Context: an optimization exercise on an open-source flow, tuned for small area and a short achievable clock period. The choices shown serve that exercise and are no tape-out recipe. The RTL was checked by simulation tests, not by an equivalence proof against the original design. Power and IR drop assume default switching activity.

== harbor ==
==> module IOTDF, before the edit <==
module IOTDF( clk, rst, in_en, iot_in, fn_sel, busy, valid, iot_out);
input          clk;
input          rst;
input          in_en;
input  [7:0]   iot_in;
input  [2:0]   fn_sel;
output         busy;
output         valid;
output [127:0] iot_out;
reg  [135:0] ring;
reg  [7:0]   ib;        
reg          g;         
reg          nadd;      
reg          gt, lt;    
reg  [2:0]   fs;        
reg  [4:0]   c;         
reg  [2:0]   p;         
reg          busy_r, valid_r;
reg          win, lose;  
reg          exc;       
reg          first;     
reg          k1, k2, ones, nz;  
assign busy    = busy_r;
assign valid   = valid_r;
assign iot_out = ring[127:0];
wire proc  = (c != 5'd0) & (c != 5'd17);
wire gap   = (c == 5'd16);
wire lane0 = (c == 5'd1);
wire last  = (p == 3'd7);
wire m_max  = (fs == 3'd1) | (fs == 3'd6);
wire m_rnd  = (fs == 3'd1) | (fs == 3'd2);
wire m_peak = (fs == 3'd6) | (fs == 3'd7);
wire m_mm   = m_rnd | m_peak;
wire m_avg  = (fs == 3'd3);
wire m_flt  = (fs == 3'd4) | (fs == 3'd5);
wire better    = m_max ? gt : lt;
wire worse     = m_max ? lt : gt;
wire eq_st     = ~win & ~lose;
wire load      = m_flt | ((m_rnd | (m_peak & first)) & (p == 3'd0));
wire dwr       = proc & (load | (m_mm & (win | (eq_st & ~worse))));
wire beat      = proc & eq_st & better & ~load;
wire       fresh  = m_avg & (p == 3'd0);
wire       addon  = m_avg & proc;
wire [7:0] wold   = fresh ? 8'd0 : ring[132:125];
wire [7:0] asum   = addon ? ib : wold;
wire [7:0] nrb    = ring[127:120];
wire [7:0] nwold  = nadd ? ring[124:117] : 8'd0;
wire [7:0] ag = iot_in & nwold;
wire [7:0] ap = iot_in | nwold;
wire [8:0] ac;
assign ac[0] = 1'b0;
genvar j, k;
generate
  for (j = 1; j < 9; j = j + 1) begin : cla
    wire [j-1:0] terms;
    for (k = 0; k < j; k = k + 1) begin : tm
      if (k == j - 1) begin : last
        assign terms[k] = ag[k];
      end else begin : mid
        assign terms[k] = ag[k] & (&ap[j-1:k+1]);
      end
    end
    assign ac[j] = |terms;
  end
endgenerate
wire [8:0] nsum = {ac[8], iot_in ^ nwold ^ ac[7:0]};
wire [7:0] cg = iot_in & ~nrb;      
wire [7:0] cl = ~iot_in & nrb;
wire [7:0] ce = ~(cg | cl);
wire [7:0] gtt, ltt;
generate
  for (j = 0; j < 8; j = j + 1) begin : cmp
    if (j == 7) begin : msb
      assign gtt[j] = cg[j];
      assign ltt[j] = cl[j];
    end else begin : oth
      assign gtt[j] = cg[j] & (&ce[7:j+1]);
      assign ltt[j] = cl[j] & (&ce[7:j+1]);
    end
  end
endgenerate
wire ngt = |gtt;
wire nlt = |ltt;
wire [122:0] cv = {ring[119:0], ring[135:133]};
wire [122:0] cn;
wire [30:0]  pg;
wire [30:0]  q;
genvar i;
generate
  for (i = 0; i < 31; i = i + 1) begin : grp
    if (i < 30) begin : full
      assign pg[i] = &cv[4*i+3:4*i];
      assign cn[4*i+3:4*i] = cv[4*i+3:4*i] + {3'd0, g & q[i]};
    end else begin : top
      assign pg[i] = 1'b0;
      assign cn[122:120] = cv[122:120] + {2'd0, g & q[i]};
    end
    if (i == 0) begin : q0
      assign q[i] = 1'b1;
    end else begin : qi
      assign q[i] = &pg[i-1:0];
    end
  end
endgenerate
wire top_in  = fs[0] ? ((ib >= 8'hC0) | (ib < 8'h7F))
                     : ((ib >= 8'h70) & (ib < 8'hAF));
wire top_bnd = fs[0] ? (ib == 8'h7F) : (ib == 8'hAF);
wire ones_f  = ones & (&ib);
wire nz_f    = nz | (|ib);
wire v_next = m_flt ? (nz_f & (k1 | (k2 & ~ones_f)))
                    : (last & (m_avg | m_rnd | (m_peak & (first | exc | beat))));
always @(posedge clk) begin
    ib <= nsum[7:0];
    g  <= nsum[8];
    nadd <= ~rst & m_avg & (c != 5'd15) & ~(gap ? last : (p == 3'd0));
    gt <= ngt;
    lt <= nlt;
    fs <= fn_sel;
    ring[4:0]     <= dwr ? ib[4:0] : asum[7:3];
    ring[7:5]     <= dwr ? ib[7:5] : cn[2:0];
    ring[127:8]   <= cn[122:3];
    ring[132:128] <= ring[124:120];
    ring[135:133] <= asum[2:0];
    if (~proc) begin
        win  <= 1'b0;
        lose <= 1'b0;
    end else if (eq_st) begin
        win  <= better;
        lose <= worse;
    end
    if (lane0) begin
        k1   <= top_in;
        k2   <= top_bnd;
        nz   <= |ib;
        ones <= 1'b1;
    end else begin
        nz   <= nz_f;
        ones <= ones_f;
    end
    if (rst) begin
        c       <= 5'd17;
        p       <= 3'd0;
        busy_r  <= 1'b0;
        valid_r <= 1'b0;
        first   <= 1'b1;
    end else begin
        c       <= c[4] ? 5'd0 : c + 5'd1;
        busy_r  <= (c == 5'd14);
        valid_r <= gap & v_next;
        if (gap) begin
            p <= p + 3'd1;
            if (last) first <= 1'b0;
        end
    end
    if (gap & last)
        exc <= 1'b0;
    else if (beat)
        exc <= 1'b1;
end
endmodule
export LEC_CHECK = 0
export CAP_MARGIN = 20
export CORE_MARGIN = 2
export CORE_UTILIZATION = 40
export PLACE_DENSITY = 0.6
export SLEW_MARGIN = 20
create_clock -name core_clock -period 8.0 [get_ports {clk}]
standard.sh (not shown) runs the stock make flow with config.mk's settings and CLKGATE_MAP_FILE= SYNTH_SCRIPT=/design/flow/synth_recipe.tcl, a recipe that flattens the netlist after the stock synthesis.
==> flow/flow/run.sh <==
#!/bin/bash
# Standard ORFS layout, with plain buffers (not delay cells) on the ports and
# a tighter setup target for the repair steps. Synthesis is the standard one.
set -euo pipefail
bash standard.sh synth > synth.log 2>&1
export BUFFER_PORTS_ARGS="-buffer_cell sky130_fd_sc_hd__buf_1"
export SETUP_SLACK_MARGIN=${MARGIN:-5}
export DONT_USE_CELLS="sky130_fd_sc_hd__clkdlybuf4s15_1 sky130_fd_sc_hd__clkdlybuf4s15_2 sky130_fd_sc_hd__clkdlybuf4s18_1 sky130_fd_sc_hd__clkdlybuf4s18_2 sky130_fd_sc_hd__clkdlybuf4s25_1 sky130_fd_sc_hd__clkdlybuf4s25_2 sky130_fd_sc_hd__clkdlybuf4s50_1 sky130_fd_sc_hd__clkdlybuf4s50_2 sky130_fd_sc_hd__dlygate4sd1_1 sky130_fd_sc_hd__dlygate4sd2_1 sky130_fd_sc_hd__dlygate4sd3_1 sky130_fd_sc_hd__dlymetal6s2s_1 sky130_fd_sc_hd__dlymetal6s4s_1 sky130_fd_sc_hd__dlymetal6s6s_1"
bash standard.sh > layout.log 2>&1
Relative to harbor, the following input files were edited for zinc:
==> flow/design.v, changed modules only <==
module IOTDF( clk, rst, in_en, iot_in, fn_sel, busy, valid, iot_out);
input          clk;
input          rst;
input          in_en;
input  [7:0]   iot_in;
input  [2:0]   fn_sel;
output         busy;
output         valid;
output [127:0] iot_out;
reg  [135:0] ring;
reg  [7:0]   ib;        
reg          g;         
reg          nadd;      
reg  [2:0]   fs;        
reg  [4:0]   c;         
reg  [2:0]   p;         
reg          busy_r, valid_r;
reg          win, lose;  
reg          exc;       
reg          first;     
reg          kz;        
assign busy    = busy_r;
assign valid   = valid_r;
assign iot_out = ring[127:0];
wire proc  = (c != 5'd0) & (c != 5'd17);
wire gap   = (c == 5'd16);
wire lane0 = (c == 5'd1);
wire last  = (p == 3'd7);
wire m_max  = (fs == 3'd1) | (fs == 3'd6);
wire m_rnd  = (fs == 3'd1) | (fs == 3'd2);
wire m_peak = (fs == 3'd6) | (fs == 3'd7);
wire m_mm   = m_rnd | m_peak;
wire m_avg  = (fs == 3'd3);
wire m_flt  = (fs == 3'd4) | (fs == 3'd5);
wire better    = m_max ? gt : lt;
wire worse     = m_max ? lt : gt;
wire eq_st     = ~win & ~lose;
wire load      = m_flt | ((m_rnd | (m_peak & first)) & (p == 3'd0));
wire dwr       = proc & (load | (m_mm & (win | (eq_st & ~worse))));
wire beat      = proc & eq_st & better & ~load;
wire       fresh  = m_avg & (p == 3'd0);
wire       addon  = m_avg & proc;
wire [7:0] wold   = fresh ? 8'd0 : ring[132:125];
wire [7:0] asum   = addon ? ib : wold;
wire [7:0] nwold  = nadd ? ring[124:117] : 8'd0;
wire [7:0] ag = iot_in & nwold;
wire [7:0] ap = iot_in | nwold;
wire [8:0] ac;
assign ac[0] = 1'b0;
genvar j, k;
generate
  for (j = 1; j < 9; j = j + 1) begin : cla
    wire [j-1:0] terms;
    for (k = 0; k < j; k = k + 1) begin : tm
      if (k == j - 1) begin : last
        assign terms[k] = ag[k];
      end else begin : mid
        assign terms[k] = ag[k] & (&ap[j-1:k+1]);
      end
    end
    assign ac[j] = |terms;
  end
endgenerate
wire [8:0] nsum = {ac[8], iot_in ^ nwold ^ ac[7:0]};
wire [7:0] rb = ring[135:128];
wire [7:0] cg = ib & ~rb;      
wire [7:0] cl = ~ib & rb;
wire [7:0] ce = ~(cg | cl);
wire [7:0] gtt, ltt;
generate
  for (j = 0; j < 8; j = j + 1) begin : cmp
    if (j == 7) begin : msb
      assign gtt[j] = cg[j];
      assign ltt[j] = cl[j];
    end else begin : oth
      assign gtt[j] = cg[j] & (&ce[7:j+1]);
      assign ltt[j] = cl[j] & (&ce[7:j+1]);
    end
  end
endgenerate
wire gt = |gtt;
wire lt = |ltt;
wire [122:0] cv = {ring[119:0], ring[135:133]};
wire [122:0] cn;
wire [30:0]  pg;
wire [30:0]  q;
genvar i;
generate
  for (i = 0; i < 31; i = i + 1) begin : grp
    if (i < 30) begin : full
      assign pg[i] = &cv[4*i+3:4*i];
      assign cn[4*i+3:4*i] = cv[4*i+3:4*i] + {3'd0, g & q[i]};
    end else begin : top
      assign pg[i] = 1'b0;
      assign cn[122:120] = cv[122:120] + {2'd0, g & q[i]};
    end
    if (i == 0) begin : q0
      assign q[i] = 1'b1;
    end else begin : qi
      assign q[i] = &pg[i-1:0];
    end
  end
endgenerate
wire top_in  = fs[0] ? ((ib >= 8'hC0) | ((ib < 8'h7F) & (ib != 8'h00)))
                     : ((ib >= 8'h70) & (ib < 8'hAF));
wire top_pnd = fs[0] ? ((ib == 8'h7F) | (ib == 8'h00)) : (ib == 8'hAF);
wire nek     = kz ? (|ib) : ~(&ib);
wire v_next = m_flt ? (win | (lose & nek))
                    : (last & (m_avg | m_rnd | (m_peak & (first | exc | beat))));
always @(posedge clk) begin
    ib <= nsum[7:0];
    g  <= nsum[8];
    nadd <= ~rst & m_avg & (c != 5'd15) & ~(gap ? last : (p == 3'd0));
    fs <= fn_sel;
    ring[4:0]     <= dwr ? ib[4:0] : asum[7:3];
    ring[7:5]     <= dwr ? ib[7:5] : cn[2:0];
    ring[127:8]   <= cn[122:3];
    ring[132:128] <= ring[124:120];
    ring[135:133] <= asum[2:0];
    if (~proc) begin
        win  <= 1'b0;
        lose <= 1'b0;
    end else if (m_flt) begin
        if (lane0) begin
            win  <= top_in;
            lose <= top_pnd;
            kz   <= ~(|ib);
        end else if (lose & nek) begin
            win  <= 1'b1;
            lose <= 1'b0;
        end
    end else if (eq_st) begin
        win  <= better;
        lose <= worse;
    end
    if (rst) begin
        c       <= 5'd17;
        p       <= 3'd0;
        busy_r  <= 1'b0;
        valid_r <= 1'b0;
        first   <= 1'b1;
    end else begin
        c       <= c[4] ? 5'd0 : c + 5'd1;
        busy_r  <= (c == 5'd14);
        valid_r <= gap & v_next;
        if (gap) begin
            p <= p + 3'd1;
            if (last) first <= 1'b0;
        end
    end
    if (gap & last)
        exc <= 1'b0;
    else if (beat)
        exc <= 1'b1;
end
endmodule
Having completed the whole flow, harbor delivered a layout that passed the timing, DRC and antenna checks. zinc went all the way through the flow, and no timing, DRC or antenna check failed. Taking zinc over harbor, the combinational power ratio works out to 1.3. Going from harbor to zinc, core utilization saw a decrease, initial standard-cell utilization of the core saw a decrease, hold slack saw a decrease, wire length saw a decrease. Minimum clock period after layout (lower): zinc. The internal portion of total power of harbor and that of zinc are within noise of each other. Length in cells of the worst reg-to-reg path: zinc vs harbor up 1. Against harbor, zinc comes in about 9% higher on total power divided by cell area. zinc reports its origin of the worst setup path as ring[135]$_DFF_P_ while harbor reports ring[32]$_DFF_P_. Lower total power among harbor and zinc: harbor.

-- afterwards: timing with drivers on the ports --
Ports are ideal in the flow. The routed layouts listed here were re-timed in OpenROAD.
Step 1: set_driving_cell puts a clkbuf_16 on clk and a buf_2 on each other input, an assumption about the parent block.
Step 2, shift: input delay + t, output delay - t, t = (earliest + latest rising clock arrival at the registers) / 2. This alone moves slack from input paths to output paths.
Slacks: ideal / step 1 / step 2; pairs: ideal / step 1.
run | t, ns | setup slack, ns | worst register clock-pin slew, ns
harbor | 0.449 | 5.099 / 5.099 / 4.814 | 0.07 / 0.07
zinc | 0.459 | 5.201 / 5.201 / 4.755 | 0.07 / 0.07
After both steps setup and hold are still met in every run listed. The setup slack of zinc, which loses most, moves by 0.000 ns with the drivers and by -0.446 ns with both steps.
